Context: an optimization exercise on an open-source flow, tuned for small area. The choices shown serve that exercise and are no tape-out recipe.
Function was checked by simulation only, so behaviour that the tests miss may differ from the original.
The clock port is modelled as an ideal driver, which makes a skipped or thinned clock tree look cheaper than it is; a real chip needs a root buffer or a tree.
Power figures rest on the tool's default switching activity, not on a simulated workload.

## pcs_8b_10b
module pcs_8b_10b(clk, reset, tx_rd_in, tx_char_val, tx_data_in, tx_data_out, rx_rd_in, rx_char_val, rx_data_in, rx_data_out);
  input clk ;
  wire clk ;
  input reset ;
  wire reset ;
  input tx_rd_in ;
  wire tx_rd_in ;
  input tx_char_val ;
  wire tx_char_val ;
  input [7:0] tx_data_in ;
  wire [7:0] tx_data_in ;
  output [9:0] tx_data_out ;
  reg [9:0] tx_data_out ;
  input rx_rd_in ;
  wire rx_rd_in ;
  output rx_char_val ;
  input [9:0] rx_data_in ;
  wire [9:0] rx_data_in ;
  output [7:0] rx_data_out ;
  wire [1:0] e000 ;
  wire [9:0] e001 ;
  wire e002 ;
  wire e003 ;
  wire e004 ;
  wire e005 ;
  wire e006 ;
  wire e007 ;
  wire e008 ;
  wire e009 ;
  wire e010 ;
  wire e011 ;
  wire e012 ;
  wire e013 ;
  wire e014 ;
  wire e015 ;
  wire e016 ;
  wire e017 ;
  wire e018 ;
  wire e019 ;
  wire e020 ;
  wire e021 ;
  wire e022 ;
  wire e023 ;
  wire e024 ;
  wire e025 ;
  wire e026 ;
  wire e027 ;
  wire e028 ;
  wire e029 ;
  wire e030 ;
  wire e031 ;
  wire e032 ;
  wire e033 ;
  wire e034 ;
  wire e035 ;
  wire e036 ;
  wire e037 ;
  wire e038 ;
  wire e039 ;
  wire e040 ;
  wire e041 ;
  wire e042 ;
  wire e043 ;
  wire e044 ;
  wire e045 ;
  wire e046 ;
  wire e047 ;
  wire e048 ;
  wire e049 ;
  wire e050 ;
  wire e051 ;
  wire e052 ;
  wire e053 ;
  wire e054 ;
  wire e055 ;
  wire e056 ;
  wire e057 ;
  wire e058 ;
  wire e059 ;
  wire e060 ;
  wire e061 ;
  wire e062 ;
  wire e063 ;
  wire e064 ;
  wire e065 ;
  wire e066 ;
  wire e067 ;
  wire e068 ;
  wire e069 ;
  wire e070 ;
  wire e071 ;
  wire e072 ;
  wire e073 ;
  wire e074 ;
  wire e075 ;
  wire e076 ;
  wire e077 ;
  wire e078 ;
  wire e079 ;
  wire e080 ;
  wire e081 ;
  wire e082 ;
  wire e083 ;
  wire e084 ;
  wire e085 ;
  wire e086 ;
  wire e087 ;
  wire e088 ;
  wire e089 ;
  wire e090 ;
  wire e091 ;
  reg [1:0] e_hi_r ;
  wire [1:0] e_kk_r ;
  reg [3:0] e_lo_r ;
  reg e_rd_r ;
  wire in_k28 ;
  reg k28 ;
  assign e074 = e066 & ~(e073) ;
  assign e075 = e048 | e031 ;
  assign e076 = e075 | ~(e051) ;
  assign e077 = ~(e076 & e074) ;
  assign e001[4] = e057 ? e077 : e074 ;
  assign e078 = tx_data_in[7] & ~(tx_char_val) ;
  assign e079 = ~(e_hi_r[0] | e_hi_r[1]) ;
  assign e080 = e_kk_r[0] | ~(e079) ;
  assign e081 = e_hi_r[0] & e_hi_r[1] ;
  assign e082 = e081 | ~(e034) ;
  assign e083 = e080 & ~(e082) ;
  assign e084 = ~(e083 | e078) ;
  ...
For scale: ~190 cells after synthesis, roughly 45 flip-flops, roughly 42 I/O pins, about 1800 um^2 of cells after synthesis.
==> flow/config.mk <==
export PLATFORM = sky130hd
export DESIGN_NAME = pcs_8b_10b
export DESIGN_NICKNAME = pcs_8b_10b
export VERILOG_FILES = /design/flow/design.v
export SDC_FILE = /design/flow/constraint.sdc
export NUM_CORES = 4
export LEC_CHECK = 0
export CAP_MARGIN = 20
export CORE_MARGIN = 2
export CORE_UTILIZATION = 75
export GPL_TIMING_DRIVEN = 0
export PLACE_DENSITY = 0.85
export SLEW_MARGIN = 20
==> flow/constraint.sdc <==
create_clock -name core_clock -period 4.0 [get_ports {clk}]
set_input_delay 0.8000 -clock core_clock [delete_from_list [all_inputs] [get_ports {clk}]]
set_output_delay 0.8000 -clock core_clock [all_outputs]
set_load 0.01 [all_outputs]
standard.sh (not shown) runs the stock make flow with config.mk's settings and CLKGATE_MAP_FILE= SYNTH_SCRIPT=/design/flow/synth_recipe.tcl, a recipe that flattens the netlist after the stock synthesis.
==> flow/flow/run.sh <==
#!/bin/bash
# Own layout flow: the standard layout (standard.sh) with three changes.
#  1. Synthesis is the standard script (synth_recipe.tcl) with the combinational
#     mapping step changed: no half/full-adder extraction and an area-oriented
#     ABC mapping (flow/area.abc). Registers are made by the same Yosys passes as
#     in the standard synthesis, so they keep their names and cell types.
#  2. Ports are buffered with sky130_fd_sc_hd__buf_1 instead of the default.
#  3. The clock tree is built by flow/cts_pre.tcl (a few clock buffers, each
#     driving one group of nearby clock pins) in place of clock_tree_synthesis.
# Each tool's output goes to a log file of its own in the work folder.
set -euo pipefail
WORK="$(cd "$(dirname "$0")/.." && pwd)"
cd "$WORK"

# synthesis script: the standard one with our mapping step
sed -e "s#@AREA_ABC@#$WORK/flow/area.abc#" flow/synth_pre.tcl > "$WORK/own_synth.tcl"
tail -n +2 synth_recipe.tcl >> "$WORK/own_synth.tcl"

# the standard make line, with our synthesis script
sed -e "s#SYNTH_SCRIPT=[^ ]*#SYNTH_SCRIPT=$WORK/own_synth.tcl#" standard.sh > own_standard.sh

bash own_standard.sh synth > "$WORK/log_synth.txt" 2>&1

export PRE_CTS_TCL="$WORK/flow/cts_pre.tcl"
export BUFFER_PORTS_ARGS="-buffer_cell sky130_fd_sc_hd__buf_1"
bash own_standard.sh > "$WORK/log_layout.txt" 2>&1
test -s out/final.def
Other scripts of this flow, unchanged in this note and not shown: flow/flow/area.abc, flow/flow/cts_pre.tcl, flow/flow/synth_pre.tcl
The starting point passed the timing, DRC and antenna checks.
Edit:
--- a/flow/config.mk
+++ b/flow/config.mk
@@ -8,6 +8,6 @@
 export CAP_MARGIN = 20
 export CORE_MARGIN = 2
-export CORE_UTILIZATION = 75
+export CORE_UTILIZATION = 60
 export GPL_TIMING_DRIVEN = 0
-export PLACE_DENSITY = 0.85
+export PLACE_DENSITY = 0.7
 export SLEW_MARGIN = 20
Effect: Wire length is lower by 28%; utilization shrinks by 22 points; design area is higher by 0.30%; via count falls by about 11%; cell count grows by about 1.9%; first-iteration DRC count came out lower by about 13%; setup slack improved by 30 ps; global-route usage falls by 16 points; sequential share of layout area is lower by 0.13 points; maximum frequency climbs by 0.80%; power drops by 2.9%.
No run of this note takes its clock network from TritonCTS; it comes from the design's own scripts or RTL.

* * *

Setup of job 9670:
Another version of the RTL of pcs_8b_10b (not shown whole).
Size in the first run: roughly 45 flip-flops, about 42 I/O pins, ~1800 um^2 of cells after synthesis.
clock: 4.0 ns
lec_check: 0
cap_margin: 20
core_margin: 2
core_utilization: 60
gpl_timing_driven: 0
place_density: 0.7
slew_margin: 20
==> flow/flow/area.abc <==
strash
&get -n
&dch -f
&nf -p -C 32 -F 8 -D 2400
&put
topo
==> flow/flow/cts_pre.tcl <==
# Clock tree: the clock pins are split into CLK_GROUPS groups (k-means on their
# positions, default 3) and each group gets one buffer (CLKBUF_CELL, default
# sky130_fd_sc_hd__clkbuf_8) at its centre, driven by the clock port. This
# replaces clock_tree_synthesis for this small design; the rest of the standard
# CTS step (legalisation, timing repair) runs as usual.
proc clock_tree_synthesis { args } {
  set cell sky130_fd_sc_hd__clkbuf_8
  if { [info exists ::env(CLKBUF_CELL)] } { set cell $::env(CLKBUF_CELL) }
  set k 3
  if { [info exists ::env(CLK_GROUPS)] } { set k $::env(CLK_GROUPS) }
  set block [ord::get_db_block]
  set clk_net [$block findNet clk]
  set master [[ord::get_db] findMaster $cell]
  set sinks {}
  set xs {}
  set ys {}
  foreach it [$clk_net getITerms] {
    set box [[$it getInst] getBBox]
    lappend sinks $it
    lappend xs [expr { ([$box xMin] + [$box xMax]) / 2.0 }]
    lappend ys [expr { ([$box yMin] + [$box yMax]) / 2.0 }]
  }
  set n [llength $sinks]
  # initial centres: sinks in x order, evenly spaced
  set order [lsort -real -indices $xs]
  set cx {}
  set cy {}
  for { set g 0 } { $g < $k } { incr g } {
    set i [lindex $order [expr { int(($g + 0.5) * $n / $k) }]]
    lappend cx [lindex $xs $i]
    lappend cy [lindex $ys $i]
  }
  for { set iter 0 } { $iter < 50 } { incr iter } {
    set assign {}
    for { set i 0 } { $i < $n } { incr i } {
      set best 0
      set bd 1e30
      for { set g 0 } { $g < $k } { incr g } {
        set d [expr { abs([lindex $xs $i] - [lindex $cx $g]) + abs([lindex $ys $i] - [lindex $cy $g]) }]
        if { $d < $bd } { set bd $d; set best $g }
      }
      lappend assign $best
    }
    set ncx {}
    set ncy {}
    for { set g 0 } { $g < $k } { incr g } {
      set m 0; set ax 0.0; set ay 0.0
      for { set i 0 } { $i < $n } { incr i } {
        if { [lindex $assign $i] == $g } {
          set ax [expr { $ax + [lindex $xs $i] }]
          set ay [expr { $ay + [lindex $ys $i] }]
          incr m
        }
      }
      if { $m > 0 } {
        lappend ncx [expr { $ax / $m }]
        lappend ncy [expr { $ay / $m }]
      } else {
        lappend ncx [lindex $cx $g]
        lappend ncy [lindex $cy $g]
      }
    }
    set cx $ncx
    set cy $ncy
  }
  for { set g 0 } { $g < $k } { incr g } {
    set buf [odb::dbInst_create $block $master clkbuf_$g]
    set net [odb::dbNet_create $block clknet_$g]
    $net setSigType CLOCK
    set m 0
    for { set i 0 } { $i < $n } { incr i } {
      if { [lindex $assign $i] == $g } {
        set it [lindex $sinks $i]
        $it disconnect
        $it connect $net
        incr m
      }
    }
    [$buf findITerm A] connect $clk_net
    [$buf findITerm X] connect $net
    $buf setLocation [expr { int([lindex $cx $g]) }] [expr { int([lindex $cy $g]) }]
    $buf setPlacementStatus PLACED
    puts "clock buffer clkbuf_$g ($cell) drives $m clock pins"
  }
  set_propagated_clock [all_clocks]
}
Scripts as last shown in full above: flow/flow/run.sh
Other scripts of this flow, unchanged in this note and not shown: flow/flow/synth_pre.tcl
Input-level comparison between job 8018 and job 9670:
==> flow/flow/area.abc <==
strash
&get -n
&dch -f
&nf -R 50 -p -C 32 -F 8
&put
topo
Notes after the runs:
- Compared with job 9670, in job 8018 synthesized-area fraction occupied by xor and xnor cells has increased, wire length has decreased.
- Looking at multi-input combinational gate total, job 8018 sits about 0.7% above job 9670.
- Floorplan check, job 8018 vs job 9670: die outline smaller in job 8018
- On job 8018: clock group share of total power is 0.6 points higher than what job 9670 gave.
- When the final numbers for job 8018 and job 9670 were put side by side, the fraction of the mapped netlist area in compound gates turned out to be smaller in job 9670.
- As of job 8018, final instance count without filler cells had fallen slightly compared to job 9670.
Here is what was changed in the inputs of job 9630 compared with job 8018.
==> flow/flow/area.abc <==
strash
&get -n
&dch -f
&nf -R 30 -p -C 32 -F 8
&put
topo
## What came out
- Against job 8018, job 9630 reports a relative contribution of combinational cells to total power that is higher.
- There was hardly any difference in fraction of the yosys area taken by sequential cells between job 8018 and job 9630.
- Diff job 8018 -> job 9630: actual transition at the worst max-transition pin shrank by 0.066 ns; cell area higher.
- Maximum number of pins on one net before global-route repair: job 9630 and job 8018 compared, lower one is job 8018
- Job 9630 vs job 8018 on worst setup margin: job 9630 is the lower one.
- Job 8018 closes out successfully: all stages finished, all timing, DRC and antenna checks passed.
- Job 9630 was carried through to the last stage, and its layout satisfied the timing, DRC and antenna checks.
- Diff job 9630..job 8018 | placed standard-cell area | negligible
- Delta (job 9630 minus job 8018): post-placement setup slack lost 0.047 ns; full die area was more or less identical.
diff inputs: job 9630 => job 5609
==> flow/flow/area.abc <==
strash
&get -n
&dch -f
&nf -R 50 -p -C 32 -F 8
&put
topo
-- flow/flow/cts_pre.tcl --
<<< job 9630, line 7
  set cell sky130_fd_sc_hd__clkbuf_8
  if { [info exists ::env(CLKBUF_CELL)] } { set cell $::env(CLKBUF_CELL) }
  set k 3
  if { [info exists ::env(CLK_GROUPS)] } { set k $::env(CLK_GROUPS) }
  set block [ord::get_db_block]
>>> job 5609, line 7
  set cell sky130_fd_sc_hd__clkbuf_8
  if { [info exists ::env(CLKBUF_CELL)] } { set cell $::env(CLKBUF_CELL) }
  set k 2
  if { [info exists ::env(CLK_GROUPS)] } { set k $::env(CLK_GROUPS) }
  set block [ord::get_db_block]
-- flow/config.mk --
<<< job 9630, line 8
export CAP_MARGIN = 20
export CORE_MARGIN = 2
export CORE_UTILIZATION = 60
export GPL_TIMING_DRIVEN = 0
export PLACE_DENSITY = 0.7
export SLEW_MARGIN = 20
>>> job 5609, line 8
export CAP_MARGIN = 20
export CORE_MARGIN = 2
export CORE_UTILIZATION = 80
export GPL_TIMING_DRIVEN = 0
export PLACE_DENSITY = 0.95
export SLEW_MARGIN = 20
==> comparison <==
Job 5609 -> stages 100% | layout checks FAIL | negative setup slack
Compare job 9630 and job 5609 | total internal power lower: job 5609
NOTE number of standard cells in the layout, taps in and fillers out job 9630->job 5609 decreased slightly
Of job 9630 and job 5609, the run reporting the lower worst setup slack was job 5609.
Job 5609 gives more shortest clock period the worst path allows after layout than job 9630 did.
For job 9630, the start point of the critical path was rx_data_in[5], unlike job 5609, where it was rx_data_in[7].
In the tables for job 9630 and job 5609, sequential share of layout area reads lower with job 9630.
Die outline height on job 5609 is down relative to job 9630.
Routed wire length: job 5609 vs job 9630 up 72%
No run of this note takes its clock network from TritonCTS; it comes from the design's own scripts or RTL.

* * *

pcs_8b_10b, a different RTL version from the one above (not shown whole).
Size in the first run: ~240 cells after synthesis, about 45 flip-flops, roughly 42 I/O pins, roughly 2000 um2 of cells after synthesis.
export LEC_CHECK = 0
export CAP_MARGIN = 20
export CORE_MARGIN = 2
export CORE_UTILIZATION = 60
export GPL_TIMING_DRIVEN = 0
export PLACE_DENSITY = 0.7
export SLEW_MARGIN = 20
create_clock -name core_clock -period 4.0 [get_ports {clk}]
==> flow/flow/run.sh <==
#!/bin/bash
# Own layout flow: the standard layout, with two changes.
#  1. Synthesis is the standard script (synth_recipe.tcl) with the combinational
#     mapping step changed: no half/full-adder extraction and an area-only ABC
#     mapping (flow/area.abc). Registers are made by the same passes as in the
#     standard synthesis, so they keep their names and cell types.
#  2. Ports are buffered with sky130_fd_sc_hd__buf_1 instead of the default.
#  3. Clock tree synthesis arguments from flow/cts_args.txt when it exists.
# Each tool's output goes to a log file of its own in the work folder.
set -euo pipefail
WORK="$(cd "$(dirname "$0")/.." && pwd)"
cd "$WORK"

# synthesis script: the standard one with our mapping step
sed -e "s#@AREA_ABC@#$WORK/flow/area.abc#" flow/synth_pre.tcl > "$WORK/own_synth.tcl"
tail -n +2 synth_recipe.tcl >> "$WORK/own_synth.tcl"

# the standard make line, with our synthesis script
sed -e "s#SYNTH_SCRIPT=[^ ]*#SYNTH_SCRIPT=$WORK/own_synth.tcl#" standard.sh > own_standard.sh

bash own_standard.sh synth > "$WORK/log_synth.txt" 2>&1
if [[ -f flow/cts_args.txt ]]; then
  export CTS_ARGS="$(tr '\n' ' ' < flow/cts_args.txt)"
fi
BUFFER_PORTS_ARGS="-buffer_cell sky130_fd_sc_hd__buf_1" bash own_standard.sh > "$WORK/log_layout.txt" 2>&1
test -s out/final.def
==> flow/flow/area.abc <==
strash
&get -n
&dch -f
&nf -R 1000
&put
topo
==> flow/flow/cts_args.txt <==
-sink_clustering_enable -repair_clock_nets -dont_use_dummy_load
==> flow/flow/synth_pre.tcl <==
proc synth {args} { yosys synth -nofsm -noshare {*}$args }
# no half/full-adder extraction
proc extract_fa {args} { puts "extract_fa skipped" }
# area-only mapping script in place of the standard one
proc abc {args} {
  set out {}
  set skip 0
  foreach a $args {
    if { $skip } { set skip 0; continue }
    if { $a eq "-script" } { lappend out -script @AREA_ABC@; set skip 1; continue }
    if { $a eq "-D" } { set skip 1; continue }
    lappend out $a
  }
  yosys abc {*}$out
}
The starting point completed without violations.
==> next run, changes <==
--- a/flow/flow/run.sh
+++ b/flow/flow/run.sh
@@ -7,3 +7,2 @@
 #  2. Ports are buffered with sky130_fd_sc_hd__buf_1 instead of the default.
-#  3. Clock tree synthesis arguments from flow/cts_args.txt when it exists.
 # Each tool's output goes to a log file of its own in the work folder.
@@ -21,5 +20,2 @@
 bash own_standard.sh synth > "$WORK/log_synth.txt" 2>&1
-if [[ -f flow/cts_args.txt ]]; then
-  export CTS_ARGS="$(tr '\n' ' ' < flow/cts_args.txt)"
-fi
 BUFFER_PORTS_ARGS="-buffer_cell sky130_fd_sc_hd__buf_1" bash own_standard.sh > "$WORK/log_layout.txt" 2>&1
- CORE_UTILIZATION: 60 -> 40
- GPL_TIMING_DRIVEN: 0 -> unset
- PLACE_DENSITY: 0.7 -> unset
removed: flow/flow/cts_args.txt
=> Sequential power barely changes; critical path depth rose by 4; clock-buffer cell count rose by 1; hold slack gets better by 0.016 ns.
==> next run, changes <==
--- a/flow/flow/run.sh
+++ b/flow/flow/run.sh
@@ -7,2 +7,3 @@
 #  2. Ports are buffered with sky130_fd_sc_hd__buf_1 instead of the default.
+#  3. Clock tree synthesis arguments from flow/cts_args.txt when it exists.
 # Each tool's output goes to a log file of its own in the work folder.
@@ -20,2 +21,5 @@
 bash own_standard.sh synth > "$WORK/log_synth.txt" 2>&1
+if [[ -f flow/cts_args.txt ]]; then
+  export CTS_ARGS="$(tr '\n' ' ' < flow/cts_args.txt)"
+fi
 BUFFER_PORTS_ARGS="-buffer_cell sky130_fd_sc_hd__buf_1" bash own_standard.sh > "$WORK/log_layout.txt" 2>&1
==> flow/flow/cts_args.txt (new file) <==
-sink_clustering_enable -repair_clock_nets -dont_use_dummy_load -buf_list sky130_fd_sc_hd__clkbuf_16 -root_buf sky130_fd_sc_hd__clkbuf_16 -sink_clustering_size 50 -sink_clustering_max_diameter 500
- CORE_UTILIZATION: 40 -> 60
- GPL_TIMING_DRIVEN: unset -> 0
- PLACE_DENSITY: unset -> 0.7
Design area drops by 1.4%.
Via count climbs by 3.3%.
Global-route usage climbs by 5.1 points.
==> next run, changes <==
==> flow/flow/cts_args.txt (replaced) <==
-sink_clustering_enable -repair_clock_nets -dont_use_dummy_load
- CORE_UTILIZATION: 60 -> 40
- PLACE_DENSITY: 0.7 -> unset
After rerunning:
- The new run completed with no timing, DRC or antenna violations
- wire length climbs by about 3%
- core utilization drops by 24 points
- total power drops by about 11%
- global-route usage drops by 5.5 points

static timing again, ports no longer ideal:
In the flow no input, the clock included, has a driving cell. The finished layouts below were timed again as built, in two steps. Step 1, drivers: a clkbuf_16 drives clk and a buf_2 each remaining input, both assumed. Step 2, shift: input delay + t, output delay - t, t = (earliest + latest rising clock arrival at the registers) / 2. This alone moves slack from input paths to output paths. Three values: ideal, step 1, step 2; two values: the first two.
| run | shift t [ns] | slack for setup (ns) | hold WS [ns] |
|---|---|---|---|
| the first run of note 1 | 0.190 | 0.217 / 0.241 / 0.051 | 0.338 / 0.338 / 0.338 |
| the second run of note 1 | 0.191 | 0.247 / 0.274 / 0.083 | 0.333 / 0.333 / 0.333 |
| job 9670 | 0.189 | 0.191 / 0.215 / 0.027 | 0.300 / 0.300 / 0.300 |
| job 8018 | 0.188 | 0.369 / 0.390 / 0.202 | 0.318 / 0.318 / 0.318 |
| job 9630 | 0.189 | 0.196 / 0.219 / 0.030 | 0.333 / 0.333 / 0.333 |
| job 5609 | 0.212 | -0.026 / -0.035 / -0.248 | 0.342 / 0.342 / 0.342 |
| the first run of note 3 | 0.348 | 0.307 / 0.310 / -0.038 | 0.316 / 0.316 / 0.316 |
| the second run of note 3 | 0.320 | 0.544 / 0.546 / 0.226 | 0.332 / 0.332 / 0.332 |
| the third run of note 3 | 0.303 | 0.361 / 0.375 / 0.072 | 0.320 / 0.320 / 0.320 |
| the fourth run of note 3 | 0.303 | 0.370 / 0.376 / 0.073 | 0.330 / 0.330 / 0.330 |
Met with ideal ports but missed after step 2: setup timing in the first run of note 3. The setup slack of the first run of note 3, which loses most, moves by +0.003 ns with the drivers and by -0.345 ns with both steps.
